Background: an optimization exercise with open tools, aiming at small area. Do not read the settings as production practice.
In this exercise RTL edits were held to simulation tests only and were not proved equivalent to the original.
No activity file was given, so power comes from the tool's default toggle rates.

File: run.sh
#!/bin/bash
# synth_recipe.tcl (not shown) runs the flow's synth.tcl, then flattens the netlist and writes it again
# the make line also repeats each setting of config.mk as NAME=value (left out here)
make -C /OpenROAD-flow-scripts/flow DESIGN_CONFIG=/design/flow/config.mk WORK_HOME=/design/flow/orfs CLKGATE_MAP_FILE= SYNTH_SCRIPT=/design/flow/synth_recipe.tcl finish
File: design.v
module Divide_By_N_Counter (clk, enable, reset, OUT, COUNT);
    parameter N = 16;
    input clk, enable, reset;
    output reg [3:0] COUNT;
    output reg OUT;
    always @ (posedge clk or posedge reset) begin
        if (reset)
        begin
            COUNT <= 4'b0;
            OUT   <= 1'b0;
        end
        else if (enable)
        begin
            if (COUNT == N-2) begin
                OUT <= 1'b1;
                COUNT <= N-1;
            end
            else if (COUNT == N-1) begin
                OUT <= 1'b0;
                COUNT <= 4'b0;
            end
            else begin
                OUT <= 1'b0;
                COUNT <= COUNT + 1'b1;
            end
        end
    end
endmodule
module ClockGenNM(clock, enable, reset, N, Nout);
    input clock, enable, reset;
    input [31:0] N;
    output reg Nout;
    reg [31:0] count;
    reg [31:0] target;
    always @ (posedge clock, posedge reset)
    begin
        if (reset)
        begin
            Nout   <= 1'b0;
            count  <= 32'b0;
            target <= 32'b0;
        end
        else if (enable)
        begin
            count <= count + 8'b10000000;
            if (count[31:7] == target[31:7])
            begin
                target <= target + N;
                Nout <= ~Nout;
            end
        end
    end
endmodule
module BAUD_GEN(clk, enable, BRD, reset, Nout);
    input clk, reset, enable;
    input [31:0] BRD;
    output Nout;
    ClockGenNM baudGen
    (
        .clock  (clk),
        .enable (enable),
        .reset  (reset),
        .N      (BRD),
        .Nout   (Nout)
    );
endmodule
module FIFO(
        output reg [8:0] DataOut,
        output     [8:0] Head,
        input      [8:0] DataIn,
        input            read, write, clk, reset, ClearOV,
        output     [2:0] states
        );
        reg [3:0] ReadPtr, WritePtr;
        reg [4:0] PtrDiff;            
        reg       OV;
        reg [8:0] Stack [15:0];       
        wire Empty = (PtrDiff == 5'd0);
        wire Full  = (PtrDiff == 5'd16);
        assign states = {Empty, Full, OV};
        assign Head = Stack[ReadPtr];
        wire do_read  = read && !Empty;
        wire do_write = write && !Full;
        always @ (posedge clk)
        begin
            if (do_write)
                Stack[WritePtr] <= DataIn;
        end
        always @ (posedge clk, posedge reset)
        begin
            if (reset) begin
                DataOut  <= 9'b0;
                ReadPtr  <= 4'b0;
                WritePtr <= 4'b0;
                PtrDiff  <= 5'b0;
                OV       <= 1'b0;
            end
            else begin
                if (do_read) begin
                    DataOut <= Stack[ReadPtr];
                    ReadPtr <= ReadPtr + 1'b1;
                end
                if (do_write)
                    WritePtr <= WritePtr + 1'b1;
                if (do_read && !do_write)
                    PtrDiff <= PtrDiff - 1'b1;
                else if (do_write && !do_read)
                    PtrDiff <= PtrDiff + 1'b1;
                if (write && Full)
                    OV <= 1'b1;
                else if (ClearOV)
                    OV <= 1'b0;
            end
        end
endmodule
module transmitter (
    input       clk,
    input       reset,
    input       tx_clk_enable,     
    input       tx_request,        
    input [8:0] tx_data,           
    input [1:0] parityMode,        
    input       wordSize,          
    output reg  tx_Ack,            
    output reg  tx_out             
    );
    parameter START = 4'd0,    
              A     = 4'd1,    
              B     = 4'd2,    
              C     = 4'd3,    
              D     = 4'd4,    
              E     = 4'd5,    
              F     = 4'd6,    
              G     = 4'd7,    
              H     = 4'd8,    
              I     = 4'd9,    
              J     = 4'd10,   
              IDLE  = 4'd11;   
    reg [3:0] state;
    reg [3:0] nextstate;
    reg [8:0] latch_data;
    reg tx_enable_perBRD;
    wire clk_enableDiv16In;
    wire clk_enable;
    always @ (posedge clk or posedge reset)
    begin
        if (reset)
            tx_enable_perBRD <= 1'b0;
        else
            tx_enable_perBRD <= tx_clk_enable;
    end
    assign clk_enableDiv16In = tx_clk_enable & !tx_enable_perBRD;
    Divide_By_N_Counter div16
    (
        .clk    (clk),
        .enable (clk_enableDiv16In),
        .reset  (reset),
        .OUT    (clk_enable),
        .COUNT  ()
    );
    always @ (posedge clk or posedge reset)
    begin
        if (reset)
        begin
            state      <= IDLE;
            nextstate  <= IDLE;
            latch_data <= 9'b0;
            tx_Ack     <= 1'b0;
            tx_out     <= 1'b1;
        end
        else if (clk_enable)
        begin
            state <= nextstate;
        end
        else
        begin
            case (state)
                IDLE:
                begin
                    if (!tx_request)
                    begin
                        nextstate <= START;
                        tx_Ack <= 1'b1;
                    end
                end
                START:
                begin
                    tx_out <= 1'b0;
                    latch_data <= tx_data;                                   
                    nextstate <= A;
                end
                A: begin tx_out <= latch_data[0]; nextstate <= B; end       
                B: begin tx_out <= latch_data[1]; nextstate <= C; end       
                C: begin tx_out <= latch_data[2]; nextstate <= D; end       
                D: begin tx_out <= latch_data[3]; nextstate <= E; end       
                E: begin tx_out <= latch_data[4]; nextstate <= F; end       
                F: begin tx_out <= latch_data[5]; nextstate <= G; end       
                G: begin
                    tx_out <= latch_data[6];                                 
                    if (wordSize)                                           
                        nextstate <= H;
                    else if (parityMode != 2'b0)
                        nextstate <= I;                                      
                    else
                        nextstate <= J;                                      
                end
                H:
                begin
                    tx_out <= latch_data[7];                                 
                    if (parityMode != 2'b0)
                        nextstate <= I;                                      
                    else
                        nextstate <= J;                                      
                end
                I: begin tx_out <= latch_data[8]; nextstate <= J; end       
                J: begin tx_out <= 1'b1; nextstate <= IDLE; tx_Ack <= 1'b0; end  
                default: nextstate <= IDLE;
            endcase
        end
    end
endmodule
module reciever (
    input       clk,
    input       reset,
    input       rx_clk_enable,     
    input [1:0] parityMode,        
    input       wordSize,          
    output      PE,                
    output reg  FE,                
    input       clearPE,
    input       clearFE,
    input       rxIn_pin,          
    output reg  rxwr_request,      
    output reg [8:0] rx_data       
    );
    parameter FINDFALLINGEDGE  = 4'd0,          
                 VERIFYSTART         = 4'd1,          
                 B0                   = 4'd2,          
                 B1                    = 4'd3,          
                 B2                    = 4'd4,         
                 B3                    = 4'd5,          
                 B4                    = 4'd6,          
                 B5                    = 4'd7,          
                 B6                    = 4'd8,          
                 B7                    = 4'd9,          
                 BP                    = 4'd10,      
                 STOP                 = 4'd11,      
                 IDLE                    = 4'd12;         
    reg [3:0] state;
    reg [3:0] nextstate;
    assign PE = 1'b0;
    reg rx_enable_perBRD;
    wire clk_enable;
    always @ (posedge clk or posedge reset)
    begin
        if (reset)
            rx_enable_perBRD <= 1'b0;
        else
            rx_enable_perBRD <= rx_clk_enable;
    end
    assign clk_enable = rx_clk_enable & !rx_enable_perBRD;
    reg [3:0] phase;
    reg bit7;
    reg bit8;
    reg bit9;
    reg FE_set;
    always @ (posedge clk or posedge reset)
    begin
        if (reset)
            FE <= 1'b0;
        else if (clk_enable && FE_set)
            FE <= 1'b1;
        else if (clearFE)
            FE <= 1'b0;
    end
    always @ (*)
    begin
        FE_set = 1'b0;
        if (state == STOP && phase == 4'd15 && !((bit7 & bit8) | (bit8 & bit9) | (bit9 & bit7)))
            FE_set = 1'b1;
    end
    always @ (posedge clk or posedge reset)
    begin
        if (reset)
        begin
            state        <= IDLE;
            nextstate    <= IDLE;
            phase        <= 4'b0;
            rx_data      <= 9'b0;
            rxwr_request <= 1'b0;
            bit7         <= 1'b0;
            bit8         <= 1'b0;
            bit9         <= 1'b0;
        end
        else if (clk_enable)
        begin
            state <= nextstate;
            case(state)
                IDLE:
                begin
                    if(rxIn_pin)
                        phase <= phase + 1'b1;
                    else
                        phase <= 1'b0;
                    if(phase >= 4'd8)
                        nextstate <= FINDFALLINGEDGE;
                end
                FINDFALLINGEDGE:
                begin
                    rxwr_request <= 1'b0;
                    if(rxIn_pin == 0)
                    begin
                        nextstate <= VERIFYSTART;
                        phase <= 1'b0;
                    end
                end
                VERIFYSTART: 
                begin 
                    phase <= phase + 1'b1;
                    if(phase == 4'd7)
                        bit7 <= rxIn_pin;
                    if(phase == 4'd8)
                        bit8 <= rxIn_pin;
                    if(phase == 4'd9)
                        bit9 <= rxIn_pin;
                    if(phase == 4'd15)
                    begin
                        if( !((bit7 & bit8) | (bit8 & bit9) | (bit9 & bit7)))
                        begin
                            nextstate <= B0;                                       
                            phase <= 4'd0;
                        end
                        else
                            nextstate <= IDLE;                                     
                    end
                end 
                B0:    
                begin    
                    phase <= phase + 1'b1;
                    if(phase == 4'd7)
                        bit7 <= rxIn_pin;
                    if(phase == 4'd8)
                        bit8 <= rxIn_pin;
                    if(phase == 4'd9)
                        bit9 <= rxIn_pin;                    
                    if(phase == 4'd15)
                    begin
                        if( ((bit7 & bit8) | (bit8 & bit9) | (bit9 & bit7)))
                            rx_data[0] <= 1'b1;                           
                        else
                            rx_data[0] <= 1'b0;                           
                        nextstate <= B1;    
                        phase <= 4'd0;
                    end
                end
                B1: 
                begin    
                    phase <= phase + 1'b1;
                    if(phase == 4'd7)
                        bit7 <= rxIn_pin;
                    if(phase == 4'd8)
                        bit8 <= rxIn_pin;
                    if(phase == 4'd9)
                        bit9 <= rxIn_pin;                    
                    if(phase == 4'd15)
                    begin
                        if( ((bit7 & bit8) | (bit8 & bit9) | (bit9 & bit7)))
                            rx_data[1] <= 1'b1;                           
                        else
                            rx_data[1] <= 1'b0;                           
                        nextstate <= B2;    
                        phase <= 4'd0;
                    end
                end
                B2: 
                begin    
                    phase <= phase + 1'b1;
                    if(phase == 4'd7)
                        bit7 <= rxIn_pin;
                    if(phase == 4'd8)
                        bit8 <= rxIn_pin;
                    if(phase == 4'd9)
                        bit9 <= rxIn_pin;                    
                    if(phase == 4'd15)
                    begin
                        if( ((bit7 & bit8) | (bit8 & bit9) | (bit9 & bit7)))
                            rx_data[2] <= 1'b1;                           
                        else
                            rx_data[2] <= 1'b0;                           
                        nextstate <= B3;    
                        phase <= 4'd0;
                    end
                end
                B3:  
                begin    
                    phase <= phase + 1'b1;
                    if(phase == 4'd7)
                        bit7 <= rxIn_pin;
                    if(phase == 4'd8)
                        bit8 <= rxIn_pin;
                    if(phase == 4'd9)
                        bit9 <= rxIn_pin;                    
                    if(phase == 4'd15)
                    begin
                        if( ((bit7 & bit8) | (bit8 & bit9) | (bit9 & bit7)))
                            rx_data[3] <= 1'b1;                           
                        else
                            rx_data[3] <= 1'b0;                           
                        nextstate <= B4;    
                        phase <= 4'd0;
                    end
                end
                B4:  
                begin    
                    phase <= phase + 1'b1;
                    if(phase == 4'd7)
                        bit7 <= rxIn_pin;
                    if(phase == 4'd8)
                        bit8 <= rxIn_pin;
                    if(phase == 4'd9)
                        bit9 <= rxIn_pin;                    
                    if(phase == 4'd15)
                    begin
                        if( ((bit7 & bit8) | (bit8 & bit9) | (bit9 & bit7)))
                            rx_data[4] <= 1'b1;                           
                        else
                            rx_data[4] <= 1'b0;                           
                        nextstate <= B5;    
                        phase <= 4'd0;
                    end
                end
                B5: 
                begin    
                    phase <= phase + 1'b1;
                    if(phase == 4'd7)
                        bit7 <= rxIn_pin;
                    if(phase == 4'd8)
                        bit8 <= rxIn_pin;
                    if(phase == 4'd9)
                        bit9 <= rxIn_pin;                    
                    if(phase == 4'd15)
                    begin
                        if( ((bit7 & bit8) | (bit8 & bit9) | (bit9 & bit7)))
                            rx_data[5] <= 1'b1;                           
                        else
                            rx_data[5] <= 1'b0;                           
                        nextstate <= B6;    
                        phase <= 4'd0;
                    end
                end
                B6:  
                begin    
                    phase <= phase + 1'b1;
                    if(phase == 4'd7)
                        bit7 <= rxIn_pin;
                    if(phase == 4'd8)
                        bit8 <= rxIn_pin;
                    if(phase == 4'd9)
                        bit9 <= rxIn_pin;    
                    if(phase == 4'd15)
                    begin
                        if( ((bit7 & bit8) | (bit8 & bit9) | (bit9 & bit7)))
                        begin
                            rx_data[6] <= 1'b1;                           
                        end
                        else
                        begin
                            rx_data[6] <= 1'b0;                           
                        end
                        phase <= 4'd0;
                        if((wordSize  == 0) && (parityMode == 0))   
                        begin 
                            rx_data[7] <= 1'b0;                             
                            rx_data[8] <= 1'b0;                             
                            nextstate <= STOP;                                 
                        end
                        else if(wordSize)
                        begin
                            nextstate <= B7; 
                        end
                        else if(parityMode)
                        begin
                            nextstate <= BP; 
                        end
                    end
                end
                B7:  
                begin    
                    phase <= phase + 1'b1;
                    if(phase == 4'd7)
                        bit7 <= rxIn_pin;
                    if(phase == 4'd8)
                        bit8 <= rxIn_pin;
                    if(phase == 4'd9)
                        bit9 <= rxIn_pin;                    
                    if(phase == 4'd15)
                    begin
                        if( ((bit7 & bit8) | (bit8 & bit9) | (bit9 & bit7)))
                        begin
                            rx_data[7] <= 1'b1;                              
                            phase <= 4'd0;
                            if(parityMode) 
                            begin
                                nextstate <= BP;                               
                            end
                            else
                            begin
                                rx_data[8] <= 1'b0;                           
                                nextstate <= STOP;                                
                            end    
                        end
                        else
                        begin
                            rx_data[7] <= 1'b0;                              
                            phase <= 4'd0;    
                            if(parityMode) 
                            begin
                                nextstate <= BP;                               
                            end
                            else
                            begin
                                rx_data[8] <= 1'b0;                           
                                nextstate <= STOP;                                
                            end
                        end                    
                    end
                end             
                BP:  
                begin    
                    phase <= phase + 1'b1;
                    if(phase == 4'd7)
                        bit7 <= rxIn_pin;
                    if(phase == 4'd8)
                        bit8 <= rxIn_pin;
                    if(phase == 4'd9)
                        bit9 <= rxIn_pin;                    
                    if(phase == 4'd15)
                    begin
                        if( ((bit7 & bit8) | (bit8 & bit9) | (bit9 & bit7)))
                            rx_data[8] <= 1'b1;                           
                        else
                            rx_data[8] <= 1'b0;                           
                        nextstate <= STOP;    
                        phase <= 4'd0;
                    end
                end                
                STOP:   
                begin    
                    phase <= phase + 1'b1;
                    if(phase == 4'd7)
                        bit7 <= rxIn_pin;
                    if(phase == 4'd8)
                        bit8 <= rxIn_pin;
                    if(phase == 4'd9)
                        bit9 <= rxIn_pin;                    
                    if(phase == 4'd15)
                    begin
                        nextstate <= IDLE;    
                        phase <= 4'd0;
                        rxwr_request <= 1'b1;                     
                    end
                end        
                default: nextstate <= IDLE;
            endcase
        end
    end
endmodule
module uart (
    clk,
    reset,
    address,
    chipselect,
    writedata,
    readdata,
    write,
    read,
    uart_clk_out,
    uart_rx,
    uart_tx
);
    input   clk, reset;
    input            read, write, chipselect;
    input [2:0]      address;
    input [31:0]     writedata;
    output reg [31:0] readdata;
    input        uart_rx;
    output       uart_clk_out;
    output       uart_tx;
    reg [31:0] latch_data;
    reg [7:0]  STATUS;
    reg [7:0]  RXFO_TXFO_FE_PE_clear_request;
    reg [31:0] CONTROL;
    reg [31:0] BRD;
    wire [8:0] transmitter_data;
    wire       clk_enable;
    reg last_write;
    reg last_read;
    reg wrFIFO;
    reg rdFIFO;
    wire [8:0] rx_head;
    wire [2:0] states_txfifo;
    wire [2:0] states_rxfifo;
    parameter DATA_REG    = 3'b000;
    parameter STATUS_REG  = 3'b001;
    parameter CONTROL_REG = 3'b010;
    parameter BRD_REG     = 3'b011;
    always @ (posedge clk or posedge reset)
    begin
        if (reset)
        begin
            last_write <= 1'b0;
            last_read  <= 1'b0;
        end
        else
        begin
            last_write <= write;
            last_read  <= read;
        end
    end
    always @ (posedge clk or posedge reset)
    begin
        if (reset)
        begin
            readdata <= 32'b0;
            rdFIFO   <= 1'b0;
        end
        else
        begin
            if (read && chipselect && (address == DATA_REG) && (!last_read))
            begin
                rdFIFO <= 1'b1;
            end
            else if (rdFIFO == 1'b1)
            begin
                readdata <= states_rxfifo[2] ? 32'b0 : {23'b0, rx_head};
                rdFIFO   <= 1'b0;
            end
            if (read && chipselect && (address == STATUS_REG))
                readdata <= {24'b0, STATUS};
            if (read && chipselect && (address == CONTROL_REG))
                readdata <= CONTROL;
            if (read && chipselect && (address == BRD_REG))
                readdata <= BRD;
        end
    end
    wire PE;
    wire FE;
    always @ (posedge clk or posedge reset)
    begin
        if (reset)
            STATUS <= 8'b0010_0100;
        else if (RXFO_TXFO_FE_PE_clear_request != 8'b0)
            STATUS <= STATUS & ~RXFO_TXFO_FE_PE_clear_request;
        else
            STATUS <= {PE, FE, states_txfifo, states_rxfifo};
    end
    reg W1C_STROBE;
    always @ (posedge clk or posedge reset)
    begin
        if (reset)
        begin
            latch_data <= 32'b0;
            wrFIFO     <= 1'b0;
            CONTROL    <= 32'd0;
            BRD        <= 32'b0;
            RXFO_TXFO_FE_PE_clear_request <= 8'b0;
            W1C_STROBE <= 1'b0;
        end
        else
        begin
            if (write && chipselect && (address == DATA_REG) && (!last_write))    
            begin
                latch_data <= writedata;
                wrFIFO <= 1'b1;
            end
            else
                wrFIFO <= 1'b0;
            if (write && chipselect && (address == STATUS_REG) && (!W1C_STROBE))  
            begin
                if (writedata[0] || writedata[3] || writedata[6] || writedata[7])
                begin
                    RXFO_TXFO_FE_PE_clear_request <= writedata[7:0] & 8'b1100_1001;
                    W1C_STROBE <= 1'b1;
                end
            end
            else
            begin
                RXFO_TXFO_FE_PE_clear_request <= 8'b0;
                W1C_STROBE <= 1'b0;
            end
            if (write && chipselect && (address == CONTROL_REG))                  
                CONTROL <= writedata;
            else
                CONTROL[4] <= uart_clk_out;
            if (write && chipselect && (address == BRD_REG))                      
                BRD <= writedata;
        end
    end
    BAUD_GEN baudGen
    (
        .clk    (clk),
        .enable (CONTROL[3]),
        .reset  (reset),
        .BRD    (BRD),
        .Nout   (clk_enable)
    );
    assign uart_clk_out = clk_enable;
    wire tx_read_Ack;        
    reg  rd_tx_fifo;         
    reg  last_tx_read_Ack;   
    always @ (posedge clk or posedge reset)
    begin
        if (reset)
        begin
            last_tx_read_Ack <= 1'b0;
            rd_tx_fifo       <= 1'b0;
        end
        else
        begin
            last_tx_read_Ack <= tx_read_Ack;
            rd_tx_fifo       <= tx_read_Ack & !last_tx_read_Ack;
        end
    end
    wire rx_write_Ack;       
    reg  rd_rx_fifo;         
    reg  last_rx_write_Ack;  
    always @ (posedge clk or posedge reset)
    begin
        if (reset)
        begin
            last_rx_write_Ack <= 1'b0;
            rd_rx_fifo        <= 1'b0;
        end
        else
        begin
            last_rx_write_Ack <= rx_write_Ack;
            rd_rx_fifo        <= rx_write_Ack & !last_rx_write_Ack;
        end
    end
    transmitter tx
    (
        .clk           (clk),
        .reset         (reset),
        .tx_clk_enable (clk_enable),
        .tx_request    (STATUS[5]),
        .tx_data       (transmitter_data),
        .parityMode    (CONTROL[2:1]),
        .wordSize      (CONTROL[0]),
        .tx_Ack        (tx_read_Ack),
        .tx_out        (uart_tx)
    );
    FIFO txfifo
    (
        .DataIn   (latch_data[8:0]),
        .DataOut  (transmitter_data),
        .Head     (),
        .write    (wrFIFO),
        .read     (rd_tx_fifo),
        .clk      (clk),
        .reset    (reset),
        .states   (states_txfifo),
        .ClearOV  (RXFO_TXFO_FE_PE_clear_request[3])
    );
    wire [8:0] received;
    reciever rx
    (
        .clk           (clk),
        .reset         (reset),
        .rx_clk_enable (clk_enable),
        .parityMode    (CONTROL[2:1]),
        .wordSize      (CONTROL[0]),
        .PE            (PE),
        .FE            (FE),
        .clearFE       (RXFO_TXFO_FE_PE_clear_request[6]),
        .clearPE       (RXFO_TXFO_FE_PE_clear_request[7]),
        .rxIn_pin      (uart_rx),
        .rxwr_request  (rx_write_Ack),
        .rx_data       (received)
    );
    FIFO rxfifo
    (
        .DataIn   (received),        
        .DataOut  (),
        .Head     (rx_head),         
        .write    (rd_rx_fifo),      
        .read     (rdFIFO),          
        .clk      (clk),
        .reset    (reset),
        .states   (states_rxfifo),
        .ClearOV  (RXFO_TXFO_FE_PE_clear_request[0])
    );
endmodule
File: constraint.sdc
create_clock -name core_clock -period 10.0 [get_ports {clk}]
set_input_delay 2.0000 -clock core_clock [delete_from_list [all_inputs] [get_ports {clk}]]
set_output_delay 2.0000 -clock core_clock [all_outputs]
set_load 0.01 [all_outputs]
File: config.mk
export PLATFORM = sky130hd
export DESIGN_NAME = uart
export DESIGN_NICKNAME = uart
export VERILOG_FILES = /design/flow/design.v
export SDC_FILE = /design/flow/constraint.sdc
export NUM_CORES = 4
export LEC_CHECK = 0
export CAP_MARGIN = 20
export CORE_MARGIN = 2
export CORE_UTILIZATION = 40
export PLACE_DENSITY = 0.6
export SLEW_MARGIN = 20
==> results.txt <==
## power breakdown
part	leakage [uW]	internal (uW)	switching, uW
Clock	0.000969	1310	914
Combinational	0.00383	424	491
Sequential	0.00610	2650	263
Total	0.0109	4380	1670
## Yosys cell counts (16+ instances only)
master	instances	area, um2
o31ai_1	16	120
nand4_1	16	100
nor2_1	72	270
edfxtp_1	288	8650
ha_1	55	688
nor3_1	20	100
nor2b_1	22	138
o21ai_0	110	551
and3_1	16	100
clkbuf_1	67	251
nand3_1	20	100
a21o_1	17	128
nand2_1	220	826
a21oi_1	61	305
xnor2_1	55	482
dfrtp_1	259	6480
mux2_2	93	1050
mux2i_1	30	300
inv_1	39	146
xor2_1	50	438
mux4_2	89	2000
## registers in the layout (all words and copies together), names as in the netlist, 8 cells and up
name                    count
latch_data                  9
rxfifo.Stack              144
STATUS                      8
txfifo.Stack              144
CONTROL                    32
txfifo.DataOut              9
baudGen.baudGen.count      25
rx.rx_data                  9
readdata                   32
BRD                        32
tx.latch_data               9
baudGen.baudGen.target     32
## final cells by class
class	instances	area, um2	share of cell area (%)
Antenna cell	1	2.50	0.00887
Inverter	39	154	0.545
Multi-Input combinational cell	1090	8750	31.0
Sequential cell	560	15500	54.8
Tap cell	790	988	3.50
Timing Repair Buffer	88	853	3.02
Clock inverter	32	358	1.27
Clock buffer	79	1640	5.82
## routing by layer
metal,up-vias,GRT usage (%)
met4,6,5.22
li1,6726,-
met5,-,0
met3,96,3.02
met1,7331,25.4
met2,310,27.9
## per-stage QoR
stage	cells	hold WS [ps]	utilization [%]
6_report	2679	394	46.0
5_1_grt	2679	402	46.0
4_1_cts	2678	395	46.0
3_5_place_dp	2567	387	42.7
3_3_place_gp	2567	386	42.7
2_1_floorplan	1773	367	-
## worst max-delay path by stage
| stage | start | to | slack [ps] |
|---|---|---|---|
| finish | baudGen.baudGen.Nout | uart_clk_out | 6200 |
| global route | chipselect | readdata[3] | 6100 |
| CTS | chipselect | readdata[1] | 6010 |
| detailed placement | chipselect | readdata[1] | 5340 |
| global placement | chipselect | readdata[3] | 5480 |
| floorplan | reset | BRD[0] | 530 |
## kinds of logic (layout without fill, tap and decap cells)
family                     after synthesis  after routing  synth area share, %
DFF                                    560            560                 62.8
and+or+nand+nor                        440            440                 8.25
AOI/OAI and AO/OA                      276            276                 6.84
muxes                                  212            212                 13.6
buffers and inverters                  123            238                 1.91
xor gates and xnor gates               105            105                 3.73
adders and majority gates               57             57                 2.91
other                                    0              1                    0
==> impl_metrics.tcl <==
set metrics [dict create \
    ys.flop_type "edfxtp_1" \
    dr.pass1.iters 5 \
    cp_max_fo 6 \
    synth_warnings 6 \
    dieArea_mm2 0.0636 \
    fillCellCount 5351 \
    reg2reg_setup_slack_ps 6520 \
    wl_met3_um 2620 \
    rsz0062_at_grt "false" \
    clk_latency_ps 620 \
    syn_area_per_cell_um2 13.9 \
    synth_seq_cells 560 \
    syn-num-nets 1870 \
    maxCapViolations 0 \
    slew_headroom_pct 28.0 \
    p_leak_uw 0.0109 \
    wl_per_cell_um 20.7 \
    clk_pin_slew_ps 60 \
    antenna_found_initial 4 \
    required_ps 8000 \
    grt_first_pass_wirelength_um 86800 \
    cts_sinks 560 \
    min_period_ps 3800 \
    tightest_slew_ps 1080 \
    final_cell_mix "edfxtp_1 (288), dfrtp_1 (257), nand2_1 (219)" \
    r2r_cells 13 \
    p_total_uw 6050 \
    syn_area_mm2 0.0247 \
    power.density_mw_per_mm2 214 \
    cpLargestDelayFamily "buffers and inverters" \
    critical_path_cell_count 1 \
    synth_edf_count 288 \
    yosysSeqAreaShare_pct 62.8 \
    min_from "last_rx_write_Ack" \
    worst_slack_ps 6200 \
    die_y_um 252 \
    grt_pass1_vias 14600 \
    rows 91 \
    worst_path_max_delay_cell "clkdlybuf4s50_1" \
    finClkSkew_ps 24.0 \
    top_layer "met5" \
    port_buffers 74 \
    ant_nets 0 \
    outcome "complete, no violations" \
    cp_num_buf_inv 1 \
    setup_viol 0 \
    placed_area_mm2 0.0262 \
    coreArea_mm2 0.0614 \
    die_w_um 252 \
    max_freq_ghz 0.263 \
    grt_max_degree 176 \
    nets 1935 \
    dp_hpwl_um 37500 \
    finalCritPeriodShare_pct 38.0 \
    gr-usage-all-layers_pct 17.7 \
    path_class "reg -> out" \
    hold_buffers 0 \
    ctsLongestPathBuffers 3 \
    stdcell_area_mm2 0.0282 \
    drv_slew 0 \
    synth_cell_type_count 64 \
    gp_congestion 0.872 \
    cp_cell_sequence "clkdlybuf4s50_1" \
    drc 0 \
    worstHoldPathCells 1 \
    initial_core_util_pct 40.2 \
    cts_setup_buffers 0 \
    final_hold_viol_count 0 \
    drt_iter0_drc 1188 \
    peakVddDrop_mv 0.169 \
    area_growth_pct 14.5 \
    m1WireLength_um 25600 \
    viasPerCell 5.40 \
    cts_buffers 59 \
    cts_root_buffer "clkbuf_16" \
    setup_tns_ps 0 \
    r2r-start "txfifo.PtrDiff[1]" \
    min_path_type "reg -> reg" \
    routed_wl_um 55500 \
    vias 14500 \
    cp.arrival_ps 1800 \
    cts_tree "done" \
    r2r_end "txfifo.PtrDiff[4]" \
    worstSetupStartpointType "flop" \
    netlist_instances 1773 \
    endpoint_kind "primary output" \
    ctsHtreeMaxLevel 2 \
    post_cts_resized 0 \
    wl_met2_um 25800 \
    ios 75 \
    cpPeakStageDelay_ps 620 \
    layout-drive-gt1-share_pct 17.1 \
    pre_cts_ws_ps 5340 \
    mostFrequentLayoutCell "edfxtp_1" \
    grt-ovfl-total 0 \
    ys_async_sr_fraction_pct 48.6 \
    worstHoldEndpoint "rd_rx_fifo" \
]

afterwards: timing with drivers on the ports:
How much do the figures lean on ideal ports? The routed layout below was timed once more, with nothing changed but the port constraints.
Step 1: set_driving_cell puts a clkbuf_16 on clk and a buf_2 on each other input, an assumption about the parent block.
Step 2 adds t to the input delays and takes it off the output delays; t is the mean of the earliest and latest rising clock arrival at the registers after step 1. Input paths then give back, and output paths get back, about the clock's delay inside the block.
Slacks: no drivers / after step 1 / after step 2; pairs: no drivers / after step 1.
shift t [ns]: 0.665
slack for setup (ns): 6.200 / 6.141 / 5.642
worst setup path after step 2: input to register
worst slew at a driven data input, ns: 0.10
After both steps setup and hold are still met in this run. The setup slack of this run moves by -0.059 ns with the drivers and by -0.558 ns with both steps.
